From an optimization exercise on the open Yosys and OpenROAD flow, aimed at small area and a short achievable clock period; shortcuts taken in it are not production practice.

==> 02-14: inputs <==
==> flow/design.v (excerpt) <==
module LCD_CTRL(clk,reset,datain,cmd,cmd_valid,dataout,output_valid,busy);
Settings: LEC_CHECK=0, CAP_MARGIN=20, CORE_MARGIN=2, CORE_UTILIZATION=40, CTS_CLUSTER_DIAMETER=100, CTS_CLUSTER_SIZE=25, SETUP_SLACK_MARGIN=3.6, SLEW_MARGIN=20, SYNTH_HIERARCHICAL=1; clock period 5.5 ns.
run.sh (not shown) runs the stock make flow with config.mk's settings and CLKGATE_MAP_FILE= SYNTH_SCRIPT=/design/flow/synth_recipe.tcl, a recipe that flattens the netlist after the stock synthesis.
==> inputs of 12-04, as changes to 02-14 <==
==> flow/design.v (replaced) <==
module LCD_CTRL(clk,reset,datain,cmd,cmd_valid,dataout,output_valid,busy);
input clk;
input reset;
input [7:0] datain;
input [2:0] cmd;
input cmd_valid;
output [7:0] dataout;
output output_valid;
output busy;
reg [7:0] ring [0:63];
reg [5:0] phase;              
reg [5:0] base;               
reg       busy_r, ov_r;       
reg [3:0] cnt;                
reg [5:0] ra_reg;             
reg [2:0] ox, oy;
reg       mag;
reg [7:0] out_r;
reg [7:0] c00, c22, c_o, c_r, c_d, c_u;
integer i;
wire is_load = busy_r & ~ov_r;
wire accept  = ~busy_r & cmd_valid;
wire ox0 = (ox == 3'd0), ox4 = (ox == 3'd4);
wire oy0 = (oy == 3'd0), oy4 = (oy == 3'd4);
wire [7:0]  lo = 8'd1 << ra_reg[2:0];
wire [7:0]  hi = 8'd1 << ra_reg[5:3];
wire [63:0] sel;
wire [7:0]  rd;
genvar g, b;
generate
  for (g = 0; g < 64; g = g + 1) begin : s
    assign sel[g] = lo[g%8] & hi[g/8];
  end
  for (b = 0; b < 8; b = b + 1) begin : rbit
    wire [20:0] t;
    wire        t21;
    wire [5:0]  u;
    wire        v0, v1;
    for (g = 0; g < 21; g = g + 1) begin : a3
      lcd_aoi222 ua (.a(sel[3*g]), .b(ring[3*g][b]), .c(sel[3*g+1]), .d(ring[3*g+1][b]),
                     .e(sel[3*g+2]), .f(ring[3*g+2][b]), .y(t[g]));
    end
    lcd_nand2 ub (.a(sel[63]), .b(ring[63][b]), .y(t21));
    lcd_nand4 n0 (.a(t[0]),  .b(t[1]),  .c(t[2]),  .d(t[3]),  .y(u[0]));
    lcd_nand4 n1 (.a(t[4]),  .b(t[5]),  .c(t[6]),  .d(t[7]),  .y(u[1]));
    lcd_nand4 n2 (.a(t[8]),  .b(t[9]),  .c(t[10]), .d(t[11]), .y(u[2]));
    lcd_nand4 n3 (.a(t[12]), .b(t[13]), .c(t[14]), .d(t[15]), .y(u[3]));
    lcd_nand4 n4 (.a(t[16]), .b(t[17]), .c(t[18]), .d(t[19]), .y(u[4]));
    lcd_nand2 n5 (.a(t[20]), .b(t21), .y(u[5]));
    lcd_nor3  m0 (.a(u[0]), .b(u[1]), .c(u[2]), .y(v0));
    lcd_nor3  m1 (.a(u[3]), .b(u[4]), .c(u[5]), .y(v1));
    lcd_nand2 m2 (.a(v0), .b(v1), .y(rd[b]));
  end
endgenerate
reg [5:0] bn;
always @* begin
  case (cmd)
    3'd1: bn = 6'd62;
    3'd2: bn = phase - 6'd18;
    3'd4: bn = ox4 ? base : base - 6'd1;
    3'd5: bn = ox0 ? base : base + 6'd1;
    3'd6: bn = oy0 ? base : base + 6'd8;
    3'd7: bn = oy4 ? base : base - 6'd8;
    default: bn = base;
  endcase
end
wire mag_n = (cmd == 3'd2) | (mag & (cmd != 3'd1) & (cmd != 3'd3));
reg [7:0] first;
always @* begin
  case (cmd)
    3'd2: first = c22;
    3'd0: first = mag ? c_o : c00;
    3'd4: first = mag ? (ox4 ? c_o : c_r) : c00;
    3'd5: first = mag ? (ox0 ? c_o : rd) : c00;
    3'd6: first = mag ? (oy0 ? c_o : c_u) : c00;
    3'd7: first = mag ? (oy4 ? c_o : c_d) : c00;
    default: first = c00;
  endcase
end
wire       row_next = (cnt[1:0] == 2'd2);
wire [5:0] step     = mag ? (row_next ? 6'd60 : 6'd0) : (row_next ? 6'd55 : 6'd63);
reg [5:0] ra_n;
always @* begin
  if (~busy_r) begin
    if (~cmd_valid)        ra_n = base + 6'd2;           
    else if (cmd == 3'd1)  ra_n = 6'd63;
    else if (mag_n)        ra_n = bn;                    
    else                   ra_n = phase - 6'd1;          
  end else if (~ov_r) begin
    ra_n = (ra_reg == 6'd62) ? 6'd61 : ra_reg + 6'd1;
  end else if (cnt == 4'd14) begin
    ra_n = base + 6'd9;                                  
  end else if (cnt == 4'd15) begin
    ra_n = base + 6'd2;                                  
  end else begin
    ra_n = ra_reg + step;
  end
end
always @(posedge clk) begin
  for (i = 63; i > 0; i = i - 1) ring[i] <= ring[i-1];
  ring[0] <= is_load ? datain : ring[63];
  out_r  <= busy_r ? rd : first;
  ra_reg <= ra_n;
  phase  <= (accept & (cmd == 3'd1)) ? 6'd63 : phase + 6'd1;
  base   <= (accept ? bn : base) + 6'd1;
  cnt    <= ov_r ? cnt + 4'd1 : 4'd0;
end
always @(posedge clk) begin
  if (is_load & (ra_reg == 6'd63)) c00 <= datain;
  if (is_load & (ra_reg == 6'd17)) c22 <= datain;
  if (ov_r & (cnt == 4'd0)) begin
    c_o <= out_r;
    c_r <= rd;
  end
  if (ov_r & (cnt == 4'd3))  c_d <= rd;
  if (ov_r & (cnt == 4'd15)) c_u <= rd;
end
always @(posedge clk) begin
  if (reset) begin
    busy_r <= 1'b0;
    ov_r   <= 1'b0;
  end else if (~busy_r) begin
    if (cmd_valid) begin
      busy_r <= 1'b1;
      ov_r   <= (cmd != 3'd1);
    end
  end else if (is_load) begin
    if (ra_reg == 6'd62) ov_r <= 1'b1;
  end else if (cnt == 4'd15) begin
    busy_r <= 1'b0;
    ov_r   <= 1'b0;
  end
end
always @(posedge clk) begin
  if (accept) begin
    mag <= mag_n;
    case (cmd)
      3'd1: begin ox <= 3'd0; oy <= 3'd0; end
      3'd2: begin ox <= 3'd2; oy <= 3'd2; end
      3'd4: if (!ox4) ox <= ox + 3'd1;
      3'd5: if (!ox0) ox <= ox - 3'd1;
      3'd6: if (!oy0) oy <= oy - 3'd1;
      3'd7: if (!oy4) oy <= oy + 3'd1;
      default: ;
    endcase
  end
end
assign dataout      = out_r;
assign busy         = busy_r;
assign output_valid = ov_r;
endmodule
module lcd_aoi222(input a, b, c, d, e, f, output y);
  assign y = ~((a & b) | (c & d) | (e & f));
endmodule
module lcd_nand4(input a, b, c, d, output y);
  assign y = ~(a & b & c & d);
endmodule
module lcd_nand2(input a, b, output y);
  assign y = ~(a & b);
endmodule
module lcd_nor3(input a, b, c, output y);
  assign y = ~(a | b | c);
endmodule
CTS_CLUSTER_DIAMETER = not set   (was 100)
CTS_CLUSTER_SIZE = not set   (was 25)
SETUP_SLACK_MARGIN = 3.0   (was 3.6)
==> inputs of 02-23, as changes to 02-14 <==
==> flow/design.v (replaced) <==
module LCD_CTRL(clk,reset,datain,cmd,cmd_valid,dataout,output_valid,busy);
input clk;
input reset;
input [7:0] datain;
input [2:0] cmd;
input cmd_valid;
output [7:0] dataout;
output output_valid;
output busy;
reg [7:0] ring [0:63];
reg [5:0] phase;              
reg [5:0] base;               
reg       busy_r, ov_r;       
reg [3:0] cnt;                
reg [5:0] ra_reg;             
reg [2:0] ox, oy;
reg       mag;
reg [7:0] out_r;
integer i;
wire is_load = busy_r & ~ov_r;
wire accept  = ~busy_r & cmd_valid;
wire ox0 = (ox == 3'd0), ox4 = (ox == 3'd4);
wire oy0 = (oy == 3'd0), oy4 = (oy == 3'd4);
reg [5:0] bn;
always @* begin
  case (cmd)
    3'd1: bn = 6'd62;
    3'd2: bn = phase - 6'd18;
    3'd4: bn = ox4 ? base : base - 6'd1;
    3'd5: bn = ox0 ? base : base + 6'd1;
    3'd6: bn = oy0 ? base : base + 6'd8;
    3'd7: bn = oy4 ? base : base - 6'd8;
    default: bn = base;
  endcase
end
wire out_view = (cmd == 3'd1) | (cmd == 3'd3) | (~mag & (cmd != 3'd2));
wire [5:0] ra = busy_r ? ra_reg : out_view ? phase : bn;
wire [7:0]  lo = 8'd1 << ra[2:0];
wire [7:0]  hi = 8'd1 << ra[5:3];
wire [63:0] sel;
wire [7:0]  rd;
genvar g, b;
generate
  for (g = 0; g < 64; g = g + 1) begin : s
    assign sel[g] = lo[g%8] & hi[g/8];
  end
  for (b = 0; b < 8; b = b + 1) begin : rbit
    wire [20:0] t;
    wire        t21;
    wire [5:0]  u;
    wire        v0, v1;
    for (g = 0; g < 21; g = g + 1) begin : a3
      lcd_aoi222 ua (.a(sel[3*g]), .b(ring[3*g][b]), .c(sel[3*g+1]), .d(ring[3*g+1][b]),
                     .e(sel[3*g+2]), .f(ring[3*g+2][b]), .y(t[g]));
    end
    lcd_nand2 ub (.a(sel[63]), .b(ring[63][b]), .y(t21));
    lcd_nand4 n0 (.a(t[0]),  .b(t[1]),  .c(t[2]),  .d(t[3]),  .y(u[0]));
    lcd_nand4 n1 (.a(t[4]),  .b(t[5]),  .c(t[6]),  .d(t[7]),  .y(u[1]));
    lcd_nand4 n2 (.a(t[8]),  .b(t[9]),  .c(t[10]), .d(t[11]), .y(u[2]));
    lcd_nand4 n3 (.a(t[12]), .b(t[13]), .c(t[14]), .d(t[15]), .y(u[3]));
    lcd_nand4 n4 (.a(t[16]), .b(t[17]), .c(t[18]), .d(t[19]), .y(u[4]));
    lcd_nand2 n5 (.a(t[20]), .b(t21), .y(u[5]));
    lcd_nor3  m0 (.a(u[0]), .b(u[1]), .c(u[2]), .y(v0));
    lcd_nor3  m1 (.a(u[3]), .b(u[4]), .c(u[5]), .y(v1));
    lcd_nand2 m2 (.a(v0), .b(v1), .y(rd[b]));
  end
endgenerate
wire       row_next = (cnt[1:0] == 2'd2);
wire       mag_n    = (cmd == 3'd2) | (mag & ~out_view);
reg  [5:0] step;
always @* begin
  if (ov_r)         step = mag ? (row_next ? 6'd60 : 6'd0) : (row_next ? 6'd55 : 6'd63);
  else if (busy_r)  step = (ra_reg == 6'd62) ? 6'd63 : 6'd1;
  else if (cmd == 3'd1) step = 6'd1;
  else              step = mag_n ? 6'd0 : 6'd63;
end
always @(posedge clk) begin
  for (i = 63; i > 0; i = i - 1) ring[i] <= ring[i-1];
  ring[0] <= is_load ? datain : ring[63];
  out_r  <= rd;
  ra_reg <= ((accept & (cmd == 3'd1)) ? 6'd62 : ra) + step;
  phase  <= (accept & (cmd == 3'd1)) ? 6'd63 : phase + 6'd1;
  base   <= (accept ? bn : base) + 6'd1;
  cnt    <= ov_r ? cnt + 4'd1 : 4'd0;
end
always @(posedge clk) begin
  if (reset) begin
    busy_r <= 1'b0;
    ov_r   <= 1'b0;
  end else if (~busy_r) begin
    if (cmd_valid) begin
      busy_r <= 1'b1;
      ov_r   <= (cmd != 3'd1);
    end
  end else if (is_load) begin
    if (ra_reg == 6'd62) ov_r <= 1'b1;
  end else if (cnt == 4'd15) begin
    busy_r <= 1'b0;
    ov_r   <= 1'b0;
  end
end
always @(posedge clk) begin
  if (accept) begin
    mag <= mag_n;
    case (cmd)
      3'd1: begin ox <= 3'd0; oy <= 3'd0; end
      3'd2: begin ox <= 3'd2; oy <= 3'd2; end
      3'd4: if (!ox4) ox <= ox + 3'd1;
      3'd5: if (!ox0) ox <= ox - 3'd1;
      3'd6: if (!oy0) oy <= oy - 3'd1;
      3'd7: if (!oy4) oy <= oy + 3'd1;
      default: ;
    endcase
  end
end
assign dataout      = out_r;
assign busy         = busy_r;
assign output_valid = ov_r;
endmodule
module lcd_aoi222(input a, b, c, d, e, f, output y);
  assign y = ~((a & b) | (c & d) | (e & f));
endmodule
module lcd_nand4(input a, b, c, d, output y);
  assign y = ~(a & b & c & d);
endmodule
module lcd_nand2(input a, b, output y);
  assign y = ~(a & b);
endmodule
module lcd_nor3(input a, b, c, output y);
  assign y = ~(a | b | c);
endmodule
CTS_CLUSTER_DIAMETER = not set   (was 100)
CTS_CLUSTER_SIZE = not set   (was 25)
SETUP_SLACK_MARGIN = 0   (was 3.6)
==> flow_summary.json <==
{
  "status": "finished clean",
  "htreeDepth": 2,
  "multi_input_area_um2": 6200,
  "fillCellCount": 3939,
  "critical_path_arrival_ns": 3.59
}
[end of results for 12-04]
==> flow_summary.json <==
{
  "htreeDepth": 1,
  "status": "finished clean",
  "multi_input_area_um2": 5120,
  "critical_path_arrival_ns": 3.31
}
[end of results for 02-14]
==> flow_summary.json <==
{
  "status": "finished clean",
  "chipWidth_um": 203,
  "grt_setup_unrepaired": "no",
  "multi_input_area_um2": 4480,
  "fillCellCount": 3425,
  "critical_path_arrival_ns": 5.29,
  "crit_chain": "clkdlybuf4s50_1, buf_4, or3b_2, o31ai_1, o21bai_1, o21ai_0, a211oi_1, buf_4, nand3_1, buf_4, nor2_1, a222oi_1, nand4_1, nor3_2, nand2_1"
}
[end of results for 02-23]
No run of this note included a check of the RTL's function; only the layout flow was run.

## what the ideal ports hide
The results above use ideal ports. As a check the final layouts listed here were re-extracted and re-timed, cells and wires unchanged.
Step 1, drivers: a clkbuf_16 drives clk and a buf_2 each remaining input, both assumed.
Step 2 adds t to the input delays and takes it off the output delays; t is the mean of the earliest and latest rising clock arrival at the registers after step 1. Input paths then give back, and output paths get back, about the clock's delay inside the block.
a / b / c = no drivers / after step 1 / after step 2; a / b = the first two.
run	shift t [ns]	slack for setup (ns)	hold WS [ns]
02-14	0.633	2.671 / 2.684 / 2.051	0.334 / 0.334 / 0.334
12-04	0.655	2.399 / 2.399 / 2.399	0.337 / 0.337 / 0.337
02-23	0.607	0.718 / 0.745 / 0.139	0.342 / 0.342 / 0.342
After both steps setup and hold are still met in every run listed. For 02-14, which loses most, drivers alone change the setup slack by +0.013 ns; drivers and shift together by -0.620 ns.
